Background: an optimization exercise with open tools, aiming at small area, a short achievable clock period and few clock cycles per item. Do not read the settings as production practice.
Function was checked by simulation only, so behaviour that the tests miss may differ from the original.

==> flow/design.v (outline; a module is shown in full before it is edited, if it fits) <==
// module logarithm: 1475 lines
// module log_fa: 4 lines
// module log_xor: 3 lines
// module log_maj: 3 lines
// module log_nand: 3 lines
// module log_nor: 3 lines
// module log_inv: 3 lines
// module log_aoi21: 3 lines
// module log_oai21: 3 lines
// module log_xnor: 3 lines
// module log_or: 3 lines
module logarithm #(
	parameter n = 16,
	parameter m = 24,
	parameter k = 5 ,
	parameter p = 24
) (
	input        clk  ,  
	input        reset,  
	input        start,
	input  [0:n] x    ,
	output [1:p] y    ,
	output       done
);
  // ...
==> flow/run.sh <==
#!/bin/bash
# synth_recipe.tcl (not shown) runs the flow's synth.tcl, then flattens the netlist and writes it again
# the make line also repeats each setting of config.mk as NAME=value (left out here)
make -C /OpenROAD-flow-scripts/flow DESIGN_CONFIG=/design/flow/config.mk WORK_HOME=/design/flow/orfs CLKGATE_MAP_FILE= SYNTH_SCRIPT=/design/flow/synth_recipe.tcl finish
==> flow/config.mk <==
export PLATFORM = sky130hd
export DESIGN_NAME = logarithm
export DESIGN_NICKNAME = logarithm
export VERILOG_FILES = /design/flow/design.v
export SDC_FILE = /design/flow/constraint.sdc
export NUM_CORES = 4
export LEC_CHECK = 0
export CAP_MARGIN = 20
export CORE_MARGIN = 2
export CORE_UTILIZATION = 60
export PLACE_DENSITY = 0.7
export SETUP_SLACK_MARGIN = 3
export SLEW_MARGIN = 60
export SYNTH_HIERARCHICAL = 1
export SYNTH_MINIMUM_KEEP_SIZE = 0
==> flow/constraint.sdc <==
create_clock -name core_clock -period 9.0 [get_ports {clk}]
set_input_delay 1.8000 -clock core_clock [delete_from_list [all_inputs] [get_ports {clk}]]
set_output_delay 1.8000 -clock core_clock [all_outputs]
set_load 0.01 [all_outputs]
==> results.txt, run 1 <==
- Placed Instances: 1392
- Synthesized area: 10300 µm²
- CP top delay family: adder cells
- CTS Hold Bufs: 0
- DRT antenna net count: 0
- Count of multi-input gates: 997
- Status: no timing/DRC/antenna violations
- Clock net sink count: 49
- CP Capture Type: flop
- Seq cells post-synth: 49
- WHS Path Cells: 2
- IO Port Bufs: 44
- Synth top area share: 0.449
- Place WS: 3.39 ns
- Top post-synthesis cells by area: fa_1 (45%), nand2_1 (13%), edfxtp_1 (7.0%), a21oi_2 (5.0%), dfxtp_1 (4.7%)
- Drt wl/cell: 18.5 µm
- DRC violations left: 0
- Wl on met1: 10800 µm
- # resized after CTS: 0
- Layer carrying the most global-route usage: met2
- Worst-case clock buffer depth: 2
- Worst reg2reg startpoint: f[19]
- Antenna diodes: 0
- Worst slew pin tran: 0.576 ns
- Seq area share: 0.112
- R2R depth: 19
- Max-slew headroom: 0.616
- Commonest cells post-synth: nand2_1 (367), fa_1 (231), clkbuf_1 (76)
- Area of the multi-input gates: 8540 µm²
- Reg clk slew, reported paths: 0.07 ns
- Max stage delay on crit path: 0.58 ns
- Total wire length: 25900 µm
Testbench counts, summed over its fixed seeds: cycles 41,600, items 1,600.
==> run 2, diff against run 1 <==
--- a/flow/config.mk
+++ b/flow/config.mk
@@ -7,9 +7,8 @@
 export LEC_CHECK = 0
 export CAP_MARGIN = 20
 export CORE_MARGIN = 2
-export CORE_UTILIZATION = 60
-export PLACE_DENSITY = 0.7
-export SETUP_SLACK_MARGIN = 3
+export CORE_UTILIZATION = 40
+export SETUP_SLACK_MARGIN = 3.5
 export SLEW_MARGIN = 60
 export SYNTH_HIERARCHICAL = 1
 export SYNTH_MINIMUM_KEEP_SIZE = 0
==> run 2 against run 1 <==
Compared with the run above:
- fmax is 6.0% higher
- clock skew is 0.00072 ns lower
- register-to-register slack better by 0.32 ns
- global-route usage is 8.6 points lower
- first-iteration DRC count rose by 2.1%
==> results.txt, run 2 <==
- Layout cells sized above 1: 0.0919 (was 0.0873)
- Largest register FFs: 25 (unchanged)
- RSZ-0062 raised after global routing: true (was false)
- Die area: 27000 µm² (was 18200 µm²)
- Placed Instances: 1506 (was 1392)
- Clock net sink count: 49 (unchanged)
- Setup TNS: 0 ns (unchanged)
- Reg clk slew, reported paths: 0.07 ns (about the same)
- Hold slack final: 0.542 ns (was 0.531 ns)
- Req. time, crit path: 9.21 ns (was 9.22 ns)
- Drt wl/cell: 18.9 µm (was 18.5 µm)
- Final-report setup violation count: 0 (unchanged)
- Min Tclk post-route: 5.31 ns (was 5.63 ns)
- H-Tree Level Count: 2 (unchanged)
- Die Span Y: 164 µm (was 135 µm)
- Largest registers: r x25, f x24 (unchanged)
- Vias post-DR: 8149 (was 8070)
- Most used DFF post-synth: edfxtp_1 (unchanged)
- IO Port Bufs: 44 (unchanged)
- Gp weighted congestion: 0.848 (was 0.876)
- Achievable Freq: 188 MHz (was 178 MHz)
- Initial core utilization: 0.408 (was 0.617)
- Worst-case clock buffer depth: 2 (unchanged)
- R2R depth: 19 (unchanged)
- Layer carrying the most global-route usage: met2 (unchanged)
- Area delta synth->final: 9.99% (was 7.36%)
- Final core utilization: 0.448 (was 0.662)
- Synthesis warning total: 7 (unchanged)
- Number of synthesized flops with an enable pin: 24 (unchanged)
- HPWL Detailed: 20400 µm (was 19400 µm)
- Setup Skew: 0.00552 ns (was 0.00624 ns)
- Worst Hold Class: flop to flop (unchanged)
- WHS Path Cells: 2 (unchanged)
- WHS Endpoint: r[24] (unchanged)
- Max-slew headroom: 0.616 (about the same)
- Met1 usage: 0.299 (was 0.434)
- DRT antenna net count: 0 (unchanged)
- Post-synthesis sequential area ratio: 0.119 (unchanged)
- IO Pins: 45 (unchanged)
- CP arrival: 5.52 ns (was 5.85 ns)
- Fin cells: 1516 (was 1400)
- Count of max-cap constraint violations: 0 (unchanged)
- Max stage delay on crit path: 0.55 ns (was 0.58 ns)
- Antenna diodes: 0 (unchanged)
- Worst path slowest cell: fa_1 (unchanged)
- Most common cell on crit path: fa_1 (unchanged)
- Final Hold Vio Count: 0 (unchanged)
- Seq cells post-synth: 49 (unchanged)
- Final slew viol count: 0 (unchanged)
- CTS buffer count: 5 (unchanged)
- Commonest non-fill, non-tap cell in the layout: nand2_1 (unchanged)
- Commonest cells post-synth: nand2_1 (367), fa_1 (231), clkbuf_1 (76) (unchanged)
- Area leader, netlist: fa_1 (unchanged)
- Crit-path cells: buf_4, nand2_1, fa_1, fa_1, fa_1, fa_1, fa_1, nand2_1, a21oi_2, o21ai_1, a21oi_4, o21ai_1, a21oi_4, clkinvlp_4, a21oi_2, inv_1, xor2_1, a31oi_1, a21oi_1 (was buf_4, nand2_1, fa_1, fa_1, fa_1, fa_1, fa_1, nand2_1, a21oi_2, o21ai_1, a21oi_2, o21ai_1, a21oi_4, inv_1, a21oi_2, inv_1, xor2_1, o21ai_0, a21oi_1)
- Final #Nets: 1436 (was 1430)
- Core Region: 25300 µm² (was 16700 µm²)
- Total wire length: 28600 µm (was 25900 µm)
- Most frequent cells in the layout: nand2_1 (367), fa_1 (231), nor2_1 (72), inv_1 (60), a21oi_2 (57) (was nand2_1 (367), fa_1 (231), nor2_1 (73), inv_1 (61), a21oi_2 (58))
- DRC violations left: 0 (unchanged)
- Die W: 164 µm (was 135 µm)
- Worst reg2reg startpoint: f[19] (unchanged)
- Hold_sp: r[23] (unchanged)
- Final period utilization: 0.590 (was 0.626)
- Most numerous cell in the Yosys netlist: nand2_1 (unchanged)
- CP Capture Type: flop (unchanged)
- Reg2reg end: f[19] (was f[18])
- Critical path class: flop to flop (unchanged)
- First-pass DRT Iterations: 5 (unchanged)
- Global routing met2 resource utilization: 0.366 (was 0.504)
- Root buf cell: clkbuf_16 (unchanged)
- CTS tree: done (unchanged)
- Crit Path Max Fanout: 16 (was 19)
- Global route total overflow: 0 (unchanged)
- Most flop-heavy register: r (unchanged)
- Post-synth ARST share: 0.0204 (unchanged)
- Row count: 58 (was 47)
- Status: no timing/DRC/antenna violations (unchanged)
- Skew-Pair Late Insertion Delay: 0.29 ns (about the same)
- Cells after Synth: 1185 (unchanged)
- Synthesized area: 10300 µm² (unchanged)
- Top post-synthesis cells by area: fa_1 (45%), nand2_1 (13%), edfxtp_1 (7.0%), a21oi_2 (5.0%), dfxtp_1 (4.7%) (unchanged)
- Yosys cell types: 32 (unchanged)
- DR vias/cell: 5.38 (was 5.76)
- Largest net degree at the start of global routing: 44 (unchanged)
- Iteration-0 DRC Markers: 537 (was 526)
- Synth top area share: 0.449 (unchanged)
- Grt met3 use: 0.0266 (was 0.0364)
- Worst slew pin tran: 0.571 ns (was 0.576 ns)
- First-pass GRT wire length: 45100 µm (was 43200 µm)
- Worst setup SP type: flop (unchanged)
- GR Util All Layers: 0.217 (was 0.303)
- Initial antenna violation count: 0 (unchanged)
- Avg Synthesized Cell Area: 8.69 µm² (unchanged)
- Number of global-route vias before repair: 8446 (was 8368)
==> run 2: worst max-delay path by stage <==
stage,to,slack (ns),start
final,f[19],3.69,f[19]
after global routing,f[12],3.46,f[13]
after CTS,f[21],3.54,f[13]
after detailed placement,f[21],3.20,f[2]
after global placement,f[21],2.78,f[12]
after floorplan,f[14],3.85,f[13]
==> run 2: stage by stage <==
step | setup slack (ns) | cell area, µm²
CTS | 3.54 | 11200
floorplan | 3.85 | 10300
finish | 3.69 | 11300
global route | 3.46 | 11300
global placement | 2.78 | 11000
detailed placement | 3.20 | 11000
==> run 2: Yosys stat by module (local to each module, per instance), excerpt <==
| module | area (µm²) | flops+latches | times used |
|---|---|---|---|
| log_aoi21 | 8.76 | 0 | 59 |
| log_fa | 20.0 | 0 | 231 |
| log_inv | 3.75 | 0 | 26 |
| log_nand | 3.75 | 0 | 91 |
| log_nor | 3.75 | 0 | 70 |
| log_oai21 | 5.00 | 0 | 41 |
| log_xnor | 8.76 | 0 | 22 |
| log_xor | 8.76 | 0 | 25 |
| logarithm | 3700 | 49 | 1 |
==> run 2: critical path, delay by kind of cell, from the launching register on <==
family	cells	cell delay (ns)
AO/OA/AOI/OAI	8	1.35
AND/OR/NAND/NOR	2	0.18
flip-flops	1	0.48
buffers and inverters	3	0.62
XOR/XNOR	1	0.19
adder cells (fa/ha/maj)	5	2.39
==> run 2: final cells by class <==
cell class                      count  area (µm²)
Fill cell                        2512       13900
Multi-Input combinational cell    997        8560
Sequential cell                    49        1250
Tap cell                          330         413
Inverter                           61         233
Timing Repair Buffer               71         723
Clock inverter                      3        21.3
Clock buffer                        5         125
==> run 2: cell families (layout without fill, tap and decap cells) <==
logic type | after synthesis | count (layout) | share of synthesized area
compound gates | 169 | 169 | 0.107
xor+xnor | 71 | 71 | 0.0604
fa+ha+maj | 231 | 231 | 0.449
buf+inv | 144 | 140 | 0.0558
flops | 49 | 49 | 0.119
other cells | 1 | 6 | 0.000364
simple gates | 520 | 520 | 0.209
==> run 2: repair_timing <==
item	CTS	global route
setup endpoints to repair	14	17
resized for setup	2	27
buffers inserted	1	1
pin swaps	0	1
hold buffers	0	0
==> run 2: layer usage <==
layer / part of all wire / routed length, µm
met5: 0 / 0
met4: 0.019 / 531
met1: 0.43 / 12300
met3: 0.058 / 1670
met2: 0.49 / 14100
==> run 3, diff against run 2 <==
--- a/flow/config.mk
+++ b/flow/config.mk
@@ -8,7 +8,7 @@
 export CAP_MARGIN = 20
 export CORE_MARGIN = 2
 export CORE_UTILIZATION = 40
-export SETUP_SLACK_MARGIN = 3.5
+export SETUP_SLACK_MARGIN = 4
 export SLEW_MARGIN = 60
 export SYNTH_HIERARCHICAL = 1
 export SYNTH_MINIMUM_KEEP_SIZE = 0
==> run 3 against run 2 <==
Compared with the run above:
- still clean on timing, DRC and antenna
- clock-buffer cell count up 2
- first-iteration DRC count up 39%
- sequential share of layout area down 0.97 points
- non-clock buffer count up 105
- core utilization up 7.1 points
- largest cell class unchanged
==> results.txt, run 3 <==
- Cells after Synth: 1185 (unchanged)
- Initial antenna violation count: 1 (was 0)
- Reg2reg end: f[12] (was f[19])
- Largest net degree at the start of global routing: 44 (unchanged)
- Iteration-0 DRC Markers: 744 (was 537)
- Layout cells sized above 1: 0.217 (was 0.0919)
- DRT antenna net count: 0 (unchanged)
- Most common cell on crit path: fa_1 (unchanged)
- CP Capture Type: flop (unchanged)
- Setup TNS: 0 ns (unchanged)
- Top post-synthesis cells by area: fa_1 (45%), nand2_1 (13%), edfxtp_1 (7.0%), a21oi_2 (5.0%), dfxtp_1 (4.7%) (unchanged)
- Achievable Freq: 200 MHz (was 188 MHz)
- Worst Hold Class: flop to flop (unchanged)
- Worst-case clock buffer depth: 2 (unchanged)
- Commonest cells post-synth: nand2_1 (367), fa_1 (231), clkbuf_1 (76) (unchanged)
- Crit-path cells: buf_12, buf_12, clkinvlp_4, fa_1, fa_1, fa_1, fa_2, fa_1, nor2_2, a21oi_2, o21ai_2, a21oi_2, o21ai_2, a21oi_4, clkinv_4, a21oi_2, inv_1, xor2_1, a31oi_1, a21oi_1 (was buf_4, nand2_1, fa_1, fa_1, fa_1, fa_1, fa_1, nand2_1, a21oi_2, o21ai_1, a21oi_4, o21ai_1, a21oi_4, clkinvlp_4, a21oi_2, inv_1, xor2_1, a31oi_1, a21oi_1)
- Die W: 164 µm (unchanged)
- Placed Instances: 1507 (was 1506)
- Post-synth ARST share: 0.0204 (unchanged)
- Commonest non-fill, non-tap cell in the layout: nand2_1 (unchanged)
- Die area: 27000 µm² (unchanged)
- Max-slew headroom: 0.667 (was 0.616)
- Crit path from: f[5] (was f[19])
- Most flop-heavy register: r (unchanged)
- HPWL Detailed: 20100 µm (was 20400 µm)
- DRC violations left: 0 (unchanged)
- Worst reg2reg startpoint: f[5] (was f[19])
- Hold slack final: 0.514 ns (was 0.542 ns)
- Reg clk slew, reported paths: 0.06 ns (was 0.07 ns)
- IO Pins: 45 (unchanged)
- CTS buffer count: 5 (unchanged)
- Final #Nets: 1541 (was 1436)
- Clock net sink count: 49 (unchanged)
- Count of max-cap constraint violations: 0 (unchanged)
- Most used DFF post-synth: edfxtp_1 (unchanged)
- Die Span Y: 164 µm (unchanged)
- Skew-Pair Late Insertion Delay: 0.29 ns (about the same)
- Core Region: 25300 µm² (unchanged)
- DR vias/cell: 5.46 (was 5.38)
- Total wire length: 33400 µm (was 28600 µm)
- Synthesis warning total: 7 (unchanged)
- Worst setup SP type: flop (unchanged)
- Largest register FFs: 25 (unchanged)
- Gp weighted congestion: 0.863 (was 0.848)
- Req. time, crit path: 9.17 ns (was 9.21 ns)
- Drt wl/cell: 20.6 µm (was 18.9 µm)
- Most numerous cell in the Yosys netlist: nand2_1 (unchanged)
- CP arrival: 5.16 ns (was 5.52 ns)
- Yosys cell types: 32 (unchanged)
- IO Port Bufs: 44 (unchanged)
- CTS tree: done (unchanged)
- Placed instance area: 11100 µm² (was 11000 µm²)
- Row count: 58 (unchanged)
- Worst setup path end: f[12] (was f[19])
- First-pass DRT Iterations: 5 (unchanged)
- Final Hold Vio Count: 0 (unchanged)
- Largest registers: r x25, f x24 (unchanged)
- Setup Skew: 0.00753 ns (was 0.00552 ns)
- Number of synthesized flops with an enable pin: 24 (unchanged)
- Global route total overflow: 0 (unchanged)
- Final period utilization: 0.555 (was 0.590)
- Critical path class: flop to flop (unchanged)
- Max stage delay on crit path: 0.57 ns (was 0.55 ns)
- Final slew viol count: 0 (unchanged)
- Worst path slowest cell: fa_1 (unchanged)
- R2R depth: 20 (was 19)
- Area delta synth->final: 27.3% (was 9.99%)
- Avg Synthesized Cell Area: 8.69 µm² (unchanged)
- Synthesized area: 10300 µm² (unchanged)
- Post-synthesis sequential area ratio: 0.119 (unchanged)
- Worst slew pin tran: 0.497 ns (was 0.571 ns)
- Number of global-route vias before repair: 8650 (was 8446)
- Register Area: 1320 µm² (was 1250 µm²)
- Seq cells post-synth: 49 (unchanged)
- RSZ-0062 raised after global routing: true (unchanged)
- H-Tree Level Count: 2 (unchanged)
- Most frequent cells in the layout: nand2_1 (352), fa_1 (220), buf_4 (77), nor2_1 (64), a21oi_2 (53) (was nand2_1 (367), fa_1 (231), nor2_1 (72), inv_1 (60), a21oi_2 (57))
- Area leader, netlist: fa_1 (unchanged)
- Min Tclk post-route: 4.99 ns (was 5.31 ns)
- Fillcell total: 2249 (was 2512)
- GR Util All Layers: 0.224 (was 0.217)
- First-pass GRT wire length: 46200 µm (was 45100 µm)
- Initial core utilization: 0.408 (unchanged)
- Synth top area share: 0.449 (unchanged)
- Vias post-DR: 8866 (was 8149)
- Area of the multi-input gates: 8730 µm² (was 8560 µm²)
- Status: no timing/DRC/antenna violations (unchanged)
- Crit Path Max Fanout: 7 (was 16)
- Cell area after layout: 13100 µm² (was 11300 µm²)
- Root buf cell: clkbuf_16 (unchanged)
- Final-report setup violation count: 0 (unchanged)
- Fin cells: 1623 (was 1516)
## run 3: cell count changes in the layout (fill, tap and decap cells not counted), sizes merged
cell / delta
bufbuf: +3
diode: +2
clkbuf: +21
clkinvlp: +6
buf: +83
inv: -8
## run 3: how the worst min path moves through the flow
stage                      from    end  slack, ns  cells after the start
after floorplan           r[23]  r[24]       0.54                      2
after global placement    r[23]  r[24]       0.49                      2
after detailed placement  r[23]  r[24]       0.50                      2
after CTS                 r[23]  r[24]       0.52                      2
after global routing      r[23]  r[24]       0.55                      2
final                     r[23]  r[24]       0.51                      2
## run 3: what timing repair did
item                                    4_1_cts  5_1_grt
endpoints found under the hold margin         0        0
setup buffers                                 6       78
hold buffers                                  0        0
endpoints found under the setup margin       19       23
gates cloned                                  3       19
resized for setup                            59      120
pin swaps                                     3       37
## run 3: per-module statistics from Yosys (local to each module, per instance)
module	times used	cell area, µm²	flops+latches
log_inv	26	3.75	0
log_or	22	6.26	0
log_xor	25	8.76	0
logarithm	1	3700	49
log_fa	231	20.0	0
log_oai21	41	5.00	0
log_nand	91	3.75	0
log_aoi21	59	8.76	0
log_xnor	22	8.76	0
log_nor	70	3.75	0
## run 3: metal layers
layer  track usage  wire length, µm  vias up
met5             0                0        -
met4        0.0617             1080        0
met1         0.291            12900     4498
met3        0.0432             2880       81
met2         0.383            16500      406
li1              -                -     3881
## run 3: cells by family after synthesis
logic type	count (synthesis)	share of synthesized area
XOR/XNOR	71	0.0604
AO/OA/AOI/OAI	169	0.107
flip-flops	49	0.119
buffers and inverters	144	0.0558
other	1	0.000364
AND/OR/NAND/NOR	520	0.209
adder cells (fa/ha/maj)	231	0.449
## run 3: cell type report
cell class	count	share of cell area
Sequential cell	49	0.100
Multi-Input combinational cell	997	0.666
Tap cell	330	0.0315
Antenna cell	2	0.000382
Inverter	61	0.0199
Clock inverter	1	0.000382
Clock buffer	7	0.0117
Timing Repair Buffer	176	0.170
## run 3: worst max-delay path, delay by kind of cell (launching register included)
family | cells | cell delay, ns
and+or+nand+nor | 1 | 0.08
buffers and inverters | 5 | 0.57
DFF | 1 | 0.36
xor gates and xnor gates | 1 | 0.17
AOI/OAI and AO/OA | 8 | 1.10
adders and majority gates | 5 | 2.59
## run 3: per-stage QoR
step / setup WS [ns] / utilization
after floorplan: 4.03 / -
after CTS: 4.00 / 0.458
after global routing: 3.83 / 0.519
after detailed placement: 3.61 / 0.438
final: 4.01 / 0.519
after global placement: 3.20 / 0.437
==> run 4, diff against run 3 <==
--- a/flow/config.mk
+++ b/flow/config.mk
@@ -8,7 +8,7 @@
 export CAP_MARGIN = 20
 export CORE_MARGIN = 2
 export CORE_UTILIZATION = 40
-export SETUP_SLACK_MARGIN = 4
+export SETUP_SLACK_MARGIN = 3
 export SLEW_MARGIN = 60
 export SYNTH_HIERARCHICAL = 1
 export SYNTH_MINIMUM_KEEP_SIZE = 0
==> run 4 against run 3 <==
Compared with the run above:
- final cell count shrank 6.7%
- via count is 8.5% lower
- register-to-register slack worse by 0.67 ns
- die area is the same
- still clean
- clock skew decreased by 0.0013 ns
- area after synthesis unchanged
- largest cell class unchanged
- sequential share of layout area increased by 1.0 points
- highest routed layer unchanged
==> results.txt, run 4 <==
- Adder-Cell Fraction of Synth Area: 0.449 (unchanged)
- Largest register FFs: 25 (unchanged)
- Final period utilization: 0.629 (was 0.555)
- Area leader, netlist: fa_1 (unchanged)
- Worst reg2reg startpoint: f[13] (was f[5])
- Setup Skew: 0.00627 ns (was 0.00753 ns)
- Setup TNS: 0 ns (unchanged)
- Number of synthesized flops with an enable pin: 24 (unchanged)
- Most numerous cell in the Yosys netlist: nand2_1 (unchanged)
- Global route total overflow: 0 (unchanged)
- Status: no timing/DRC/antenna violations (unchanged)
- Die W: 164 µm (unchanged)
- CTS tree: done (unchanged)
- RSZ-0062 raised after global routing: false (was true)
- Largest net degree at the start of global routing: 44 (unchanged)
- Final #Nets: 1434 (was 1541)
- Critical path class: flop to flop (unchanged)
- Synthesis warning total: 7 (unchanged)
- Placed instance area: 11000 µm² (was 11100 µm²)
- Total wire length: 28300 µm (was 33400 µm)
- First-pass GRT wire length: 45100 µm (was 46200 µm)
- Drt wl/cell: 18.7 µm (was 20.6 µm)
- Crit Path Max Fanout: 25 (was 7)
- Worst Hold Class: flop to flop (unchanged)
- Die area: 27000 µm² (unchanged)
- WHS Endpoint: r[24] (unchanged)
- Mux contribution to synthesized area: 0 (unchanged)
- GR Util All Layers: 0.216 (was 0.224)
- Most flop-heavy register: r (unchanged)
- DR vias/cell: 5.36 (was 5.46)
- Row count: 58 (unchanged)
- CTS buffer count: 5 (unchanged)
- IO Port Bufs: 44 (unchanged)
- Seq cells post-synth: 49 (unchanged)
- Iteration-0 DRC Markers: 542 (was 744)
- Gp weighted congestion: 0.848 (was 0.863)
- Setup Buffers After CTS: 0 (was 6)
- Reg2reg end: f[19] (was f[12])
- First-pass DRT Iterations: 5 (unchanged)
- Hold_sp: r[23] (unchanged)
- HPWL Detailed: 20400 µm (was 20100 µm)
- Req. time, crit path: 9.21 ns (was 9.17 ns)
- Reg clk slew, reported paths: 0.07 ns (was 0.06 ns)
- Post-synth ARST share: 0.0204 (unchanged)
- Area delta synth->final: 8.81% (was 27.3%)
- Synthesized area: 10300 µm² (unchanged)
- Cells after Synth: 1185 (unchanged)
- CTS Hold Bufs: 0 (unchanged)
- CP arrival: 5.87 ns (was 5.16 ns)
- Worst slew pin tran: 0.568 ns (was 0.497 ns)
- Worst-case clock buffer depth: 2 (unchanged)
- Main combinational cell family by area after synthesis: adder cells (unchanged)
- Fillcell total: 2534 (was 2249)
- Final Hold Vio Count: 0 (unchanged)
- Largest registers: r x25, f x24 (unchanged)
- Max-slew headroom: 0.618 (was 0.667)
- Count of max-cap constraint violations: 0 (unchanged)
- Top post-synthesis cells by area: fa_1 (45%), nand2_1 (13%), edfxtp_1 (7.0%), a21oi_2 (5.0%), dfxtp_1 (4.7%) (unchanged)
- Layout cells sized above 1: 0.0870 (was 0.217)
- DRT antenna net count: 0 (unchanged)
- Final core utilization: 0.444 (was 0.519)
- Worst setup SP type: flop (unchanged)
- Achievable Freq: 177 MHz (was 200 MHz)
- Yosys cell types: 32 (unchanged)
- Post-synthesis xor/xnor area fraction: 0.0604 (unchanged)
- Die Span Y: 164 µm (unchanged)
- # resized after CTS: 0 (was 59)
- Initial core utilization: 0.408 (unchanged)
- R2R depth: 19 (was 20)
- Clock net sink count: 49 (unchanged)
- Final slew viol count: 0 (unchanged)
- Cell area after layout: 11200 µm² (was 13100 µm²)
- Initial antenna violation count: 0 (was 1)
- WHS Path Cells: 2 (unchanged)
- Synth Area in Compound Gates: 0.107 (unchanged)
- Synth top area share: 0.449 (unchanged)
- Final-report setup violation count: 0 (unchanged)
- Min Tclk post-route: 5.66 ns (was 4.99 ns)
- Skew-Pair Late Insertion Delay: 0.29 ns (about the same)
- Commonest cells post-synth: nand2_1 (367), fa_1 (231), clkbuf_1 (76) (unchanged)
- IO Pins: 45 (unchanged)
- Root buf cell: clkbuf_16 (unchanged)
- Core Region: 25300 µm² (unchanged)
- Most frequent cells in the layout: nand2_1 (367), fa_1 (231), nor2_1 (73), inv_1 (61), a21oi_2 (58) (was nand2_1 (352), fa_1 (220), buf_4 (77), nor2_1 (64), a21oi_2 (53))
- DRC violations left: 0 (unchanged)
- Avg Synthesized Cell Area: 8.69 µm² (unchanged)
- Antenna diodes: 0 (was 2)
- Synth Area in Simple Gates: 0.209 (unchanged)
- CP Capture Type: flop (unchanged)
- Commonest non-fill, non-tap cell in the layout: nand2_1 (unchanged)
- Most used DFF post-synth: edfxtp_1 (unchanged)
- Number of global-route vias before repair: 8442 (was 8650)
- Post-synthesis sequential area ratio: 0.119 (unchanged)
- Vias post-DR: 8116 (was 8866)
- H-Tree Level Count: 2 (unchanged)
run 4: cell counts after synthesis:
No cell type changed its count.
run 4: cells by family after synthesis:
group,Yosys count
and+or+nand+nor,520
adders and majority gates,231
AOI/OAI and AO/OA,169
buffers and inverters,144
xor gates and xnor gates,71
DFF,49
other,1
run 4: worst max path at each step:
stage           from  endpoint  slack, ns
2_1_floorplan  f[13]     f[14]       3.85
3_3_place_gp   f[12]     f[21]       2.78
3_5_place_dp    f[2]     f[21]       3.20
4_1_cts         f[2]     f[21]       3.18
5_1_grt         f[2]     f[12]       3.03
6_report       f[13]     f[19]       3.34
run 4: final cells by class:
class                           instances  area [µm²]  area share
Clock buffer                            5         125      0.0112
Tap cell                              330         413      0.0369
Timing Repair Buffer                   69         628      0.0561
Clock inverter                          3        21.3     0.00190
Sequential cell                        49        1240       0.111
Multi-Input combinational cell        997        8550       0.763
Inverter                               61         229      0.0204
run 4: critical path: stages (launching register included):
cell and delay [ns]:
dfxtp_1 0.31, buf_4 0.33, inv_1 0.22, fa_1 0.59, fa_1 0.46, fa_1 0.51
fa_1 0.52, fa_1 0.59, nand2_1 0.13, nand2_1 0.10, o21ai_1 0.18, a21oi_2 0.17
o21ai_1 0.10, a21oi_4 0.36, inv_1 0.31, a21oi_2 0.18, inv_1 0.05, xor2_1 0.19
a31oi_1 0.10, a21oi_1 0.17
run 4: per-module statistics from Yosys, one instance, submodules excluded, excerpt:
module	flops+latches	copies in the design
log_aoi21	0	59
log_fa	0	231
log_nand	0	91
log_oai21	0	41
log_or	0	22
log_xor	0	25
run 4: metrics by stage:
step           hold slack (ns)  std cells  setup WS, ns
6_report                 0.542       1514          3.34
5_1_grt                  0.572       1514          3.03
4_1_cts                  0.549       1514          3.18
3_5_place_dp             0.516       1506          3.20
3_3_place_gp             0.512       1506          2.78
2_1_floorplan            0.535       1190          3.85
run 4: per-layer routing:
layer	track usage	up-vias	share of wire
met4	0.0506	0	0.020
li1	-	3666	-
met5	0	-	0
met1	0.298	4128	0.42
met3	0.0266	44	0.063
met2	0.367	278	0.49

## separate check: timing with driven ports
The results above use ideal ports. As a check the final layouts listed here were re-extracted and re-timed, cells and wires unchanged. Step 1: set_driving_cell puts a clkbuf_16 on clk and a buf_2 on each other input, an assumption about the parent block. Step 2, shift: input delay + t, output delay - t, t = (earliest + latest rising clock arrival at the registers) / 2. This alone moves slack from input paths to output paths. Three values: ideal ports, drivers, drivers and shift; two values: the first two.
| run | t, ns | slack for setup (ns) | pins driven straight from the clock port |
|---|---|---|---|
| run 1 | 0.321 | 3.368 / 3.368 / 3.368 | 1 |
| run 2 | 0.317 | 3.686 / 3.686 / 3.686 | 1 |
| run 3 | 0.318 | 4.009 / 4.009 / 4.009 | 1 |
| run 4 | 0.317 | 3.340 / 3.340 / 3.340 | 1 |
After both steps setup and hold are still met in every run listed.
